Source: an optimization exercise on an open RTL-to-GDS flow (aim: small area, a short achievable clock period and few clock cycles). Production flows keep margins and buffers that such runs may drop. At most, simulation tests tie the RTL to the original design; equivalence was not proved.

==> flow/design.v (excerpt) <==
module conv2d_engine(
    input clk,
    input rst,                  
    input start,                
    input [71:0] kernel,        
    output mem_rd,              
    output [14:0] mem_addr,     
    input [7:0] mem_rdata,      
    output [23:0] result,       
    output result_valid,        
    output done                 
    );
Size in the first run: about 1400 cells after synthesis, about 210 flip-flops, about 130 I/O pins.
==> flow/config.mk <==
export PLATFORM = sky130hd
export DESIGN_NAME = conv2d_engine
export DESIGN_NICKNAME = conv2d_engine
export VERILOG_FILES = /design/flow/design.v
export SDC_FILE = /design/flow/constraint.sdc
export NUM_CORES = 4
export LEC_CHECK = 0
export CAP_MARGIN = 20
export CORE_MARGIN = 2
export CORE_UTILIZATION = 40
export SLEW_MARGIN = 20
==> flow/constraint.sdc <==
create_clock -name core_clock -period 11.0 [get_ports {clk}]
set_input_delay 2.2000 -clock core_clock [delete_from_list [all_inputs] [get_ports {clk}]]
set_output_delay 2.2000 -clock core_clock [all_outputs]
set_load 0.01 [all_outputs]
run.sh (not shown) runs the stock make flow with config.mk's settings and CLKGATE_MAP_FILE= SYNTH_SCRIPT=/design/flow/synth_recipe.tcl, a recipe that flattens the netlist after the stock synthesis.
The first run went through all stages and came out clean.
Change:
==> flow/flow/run.sh (new file) <==
#!/bin/bash
# Standard layout, with repair_timing aiming at setup slack >= MARGIN ns
# (the clock period and constraints are unchanged).
set -euo pipefail
MARGIN=$(cat flow/margin.txt)
bash standard.sh SETUP_SLACK_MARGIN=$MARGIN finish > flow_make.log 2>&1
==> flow/flow/margin.txt (new file) <==
8.4
==> flow/standard.sh (new file) <==
#!/bin/bash
# synth_recipe.tcl (not shown) runs the flow's synth.tcl, then flattens the netlist and writes it again
# the make line also repeats each setting of config.mk as NAME=value (left out here)
make -C /OpenROAD-flow-scripts/flow DESIGN_CONFIG=/design/flow/config.mk WORK_HOME=/design/flow/orfs CLKGATE_MAP_FILE= SYNTH_SCRIPT=/design/flow/synth_recipe.tcl "${@:-finish}"
removed: flow/run.sh
=>
- synthesized area is unchanged
- core utilization rose by 8.1 points
- die area stays the same
- synthesized cell count is unchanged
- global-route usage is higher by 2.5 points
Change:
==> flow/flow/margin.txt (replaced) <==
8.0
Die area is unchanged.
Cell area fell by a few percent.
Clock-buffer cell count grows by 4.
Global-route usage came out lower by 0.97 points.
Sequential share of layout area is higher by 1.5 points.
Register-to-register slack degrades by 0.02 ns.
No functional check of the RTL was part of any run of this note.

========
== alpha ==
conv2d_engine, a different RTL version from the one above (not shown whole).
Size: roughly 1300 cells after synthesis, roughly 210 flip-flops, about 130 I/O pins.
Settings: LEC_CHECK=0, CAP_MARGIN=20, CORE_MARGIN=2, CORE_UTILIZATION=40, SLEW_MARGIN=20; clock period 11.0 ns.
standard.sh (not shown) runs the stock make flow with config.mk's settings and CLKGATE_MAP_FILE= SYNTH_SCRIPT=/design/flow/synth_recipe.tcl, a recipe that flattens the netlist after the stock synthesis.
==> flow/flow/run.sh <==
#!/bin/bash
# The standard layout (the standard.sh, standard synthesis unchanged), with
# the ORFS settings listed in flow/vars.txt added to its make command line:
# repair_timing aims at a setup slack margin; the clock period and the
# constraints are unchanged.
set -euo pipefail
mapfile -t VARS < <(grep -v '^#' flow/vars.txt | grep .)
bash standard.sh "${VARS[@]}" finish > flow_make.log 2>&1
==> flow/flow/vars.txt <==
SETUP_SLACK_MARGIN=7.82
BUFFER_PORTS_ARGS=-buffer_cell sky130_fd_sc_hd__buf_1
CTS_BUF_LIST=sky130_fd_sc_hd__clkbuf_16
CTS_CLUSTER_SIZE=25
CTS_CLUSTER_DIAMETER=60
CORE_UTILIZATION=70
Testbench counts of alpha, summed over its fixed seeds: cycles 399,392.
--- input diff alpha..beta ---
==> flow/flow/vars.txt <==
SETUP_SLACK_MARGIN=7.86
BUFFER_PORTS_ARGS=-buffer_cell sky130_fd_sc_hd__buf_1
CTS_BUF_LIST=sky130_fd_sc_hd__clkbuf_16
CTS_CLUSTER_SIZE=25
CTS_CLUSTER_DIAMETER=60
CORE_UTILIZATION=70
Findings:
The utilization after layout in beta was higher than what alpha gave. Delta (beta minus alpha): fraction of layout cells with a size suffix above 1 picked up an extra 1.2 points, critical path depth moved up. A startpoint of the worst setup timing path of conv.first0$_DFF_P_ is what alpha shows, while conv.first2$_DFF_P_ belongs to beta. Per the final summary, beta finished and its layout is clean on timing, DRC and antenna. On count of routing violations after the opening detailed-route iteration: between beta and alpha, it ends up lower for alpha.
Input changes introduced in gamma (baseline for comparison: beta):
==> flow/flow/vars.txt <==
SETUP_SLACK_MARGIN=7.78
BUFFER_PORTS_ARGS=-buffer_cell sky130_fd_sc_hd__buf_1
CTS_BUF_LIST=sky130_fd_sc_hd__clkbuf_16
CTS_CLUSTER_SIZE=30
CTS_CLUSTER_DIAMETER=80
CORE_UTILIZATION=70
Notes after the runs:
- Looking at total wire length after detailed routing across beta and gamma, the one that comes out lower is gamma.
- The lower via count came out of gamma.
- The total instance count after detailed placement was comparable across beta and gamma.
- In the metrics for beta and gamma, the one carrying the lower first-pass GRT wire length is gamma.
- gamma: worst path setup slack after routing is 0.069 ns higher than what beta reported.
- beta has a higher final non-filler cell total than gamma.
- Compared gamma vs beta, and clock buffer count from CTS is down in gamma.
- Per the comparison of gamma with beta, share of post-route cells with drive strength above 1 fell by 3.3 points, non-clock buffer count fell 11%.

========
raven:
conv2d_engine, a different RTL version from the one above (not shown whole).
For scale: about 210 flip-flops, about 130 I/O pins.
clock: 11.0 ns
lec_check: 0
cap_margin: 20
core_margin: 2
core_utilization: 40
slew_margin: 20
==> flow/flow/vars.txt <==
SETUP_SLACK_MARGIN=7.7
BUFFER_PORTS_ARGS=-buffer_cell sky130_fd_sc_hd__buf_1
CTS_BUF_LIST=sky130_fd_sc_hd__clkbuf_8
CTS_CLUSTER_SIZE=40
CORE_UTILIZATION=60
Scripts as last shown in full above: flow/flow/run.sh
Testbench counts of raven, summed over its fixed seeds: cycles 399,392.
Modified inputs, cedar compared to raven
==> flow/flow/vars.txt <==
SETUP_SLACK_MARGIN=7.7
BUFFER_PORTS_ARGS=-buffer_cell sky130_fd_sc_hd__buf_1
CTS_BUF_LIST=sky130_fd_sc_hd__clkbuf_16
CTS_CLUSTER_SIZE=30
CTS_CLUSTER_DIAMETER=80
CORE_UTILIZATION=70
## What came out
From raven to cedar, count of distinct cell types in the synthesized netlist did not move at all. cedar vs raven, beginning of the critical path: conv.s2[17] vs conv.first2. cedar improves on raven in highest achievable clock rate. Cmp raven and cedar / number of stages on the worst setup path / higher: raven. When cedar is measured against raven, its share of post-route cells with drive strength above 1 turns out 4.7 points lower. Cmp raven and cedar / via count of the first global-routing pass / higher: cedar. raven ended up with conv.s2[14] as its critical path capture point; cedar ended up with result[17]. Relative to raven, the final hold slack of cedar is lower by 0.0098 ns. Number of antenna violations at the first check in global routing: cedar lower than raven. From raven to cedar the numbers moved as follows: overall routed net length went up by 0.91%, placed instance count dropped about 3%, final critical path time including I/O delays and setup went down.
### cedar -> amber
- setting ABC_AREA to 1 for the first time
==> flow/flow/vars.txt <==
SETUP_SLACK_MARGIN=7.7
BUFFER_PORTS_ARGS=-buffer_cell sky130_fd_sc_hd__buf_2
CTS_BUF_LIST=sky130_fd_sc_hd__clkbuf_8
CTS_CLUSTER_SIZE=40
CORE_UTILIZATION=60
Findings:
- Portion of netlist area occupied by mux cells in amber is 3.0 points below cedar.
- Detailed-route wire length per cell: amber < cedar
- The layout buffering overhead excluding clock cells reported for amber is smaller than that of cedar by 0.18 points.
- Looking at met3 track utilization from global routing across amber and cedar, the one that comes out lower is cedar.
- When amber is set beside cedar, its worst setup slack turns out to be 0.013 ns smaller.
- Compared with cedar, amber shows global-route wire length before repair that has gone up by more than 10%.
- Setup slack after placement (higher): amber
## Diff of input files: zinc against amber
- ABC_AREA removed (was 1)
## What came out
Comparing amber and zinc, first-iteration DRC count is higher on amber.
Cell count: zinc lower than amber
From amber to zinc the numbers moved as follows: placer's final routability congestion estimate saw a decrease; maximum achievable frequency saw little to no change; largest fanout on the critical path saw a decrease; final critical-path required period saw little to no change.
Inputs modified between zinc and fjord:
==> flow/flow/vars.txt <==
SETUP_SLACK_MARGIN=7.7
BUFFER_PORTS_ARGS=-buffer_cell sky130_fd_sc_hd__buf_1
CTS_BUF_LIST=sky130_fd_sc_hd__clkbuf_16
CTS_CLUSTER_SIZE=35
CTS_CLUSTER_DIAMETER=100
CORE_UTILIZATION=70
## What came out
Status | fjord and zinc | clean
fjord and zinc ended up with roughly the same total number of multi-input combinational cells.
From zinc to fjord the numbers moved as follows: buffer count excluding the clock tree in the final layout rose by 2; post-layout worst setup margin stayed essentially flat; placer's final routability congestion estimate rose by 0.024.
zinc → fjord: clock distribution area overhead in the final layout went down 2.6 points; final core area utilization went up 8.1 points; data required time at the worst endpoint went down 0.04 ns.

[afterwards: timing with drivers on the ports]
No port has a modelled driver above. Below, the same layouts with a new extraction and two added sets of constraints.
Step 1 (the two cells are an assumption about what drives the block):
set clk [get_ports {clk}]
set_driving_cell -lib_cell sky130_fd_sc_hd__clkbuf_16 $clk
set_driving_cell -lib_cell sky130_fd_sc_hd__buf_2 [delete_from_list [all_inputs] $clk]
Step 2 also shifts input and output timing later by t, the mid clock arrival at the registers, as if the neighbouring blocks saw the same clock.
Slacks: ideal / step 1 / step 2; pairs: ideal / step 1.
| run | shift t [ns] | setup WS [ns] | worst setup path after step 2 | clock arrival spread, ns |
|---|---|---|---|---|
| the first run of note 1 | 0.567 | 7.051 / 6.998 / 7.216 | input to register | 0.007 / 0.008 |
| the second run of note 1 | 0.566 | 7.795 / 7.745 / 7.859 | input to register | 0.009 / 0.009 |
| the third run of note 1 | 0.562 | 7.798 / 7.746 / 7.766 | input to register | 0.012 / 0.011 |
| alpha | 0.524 | 7.795 / 7.781 / 7.441 | input to register | 0.015 / 0.015 |
| beta | 0.524 | 7.738 / 7.738 / 7.462 | input to register | 0.023 / 0.023 |
| gamma | 0.522 | 7.807 / 7.761 / 7.781 | input to register | 0.032 / 0.032 |
| raven | 0.554 | 7.617 / 7.617 / 7.617 | register to register | 0.018 / 0.018 |
| cedar | 0.524 | 7.740 / 7.693 / 7.751 | register to register | 0.019 / 0.018 |
| amber | 0.569 | 7.727 / 7.682 / 7.698 | input to register | 0.021 / 0.022 |
| zinc | 0.550 | 7.725 / 7.693 / 7.725 | register to register | 0.023 / 0.023 |
| fjord | 0.518 | 7.726 / 7.692 / 7.726 | register to register | 0.023 / 0.023 |
After both steps setup and hold are still met in every run listed. The setup slack of alpha, which loses most, moves by -0.014 ns with the drivers and by -0.354 ns with both steps.
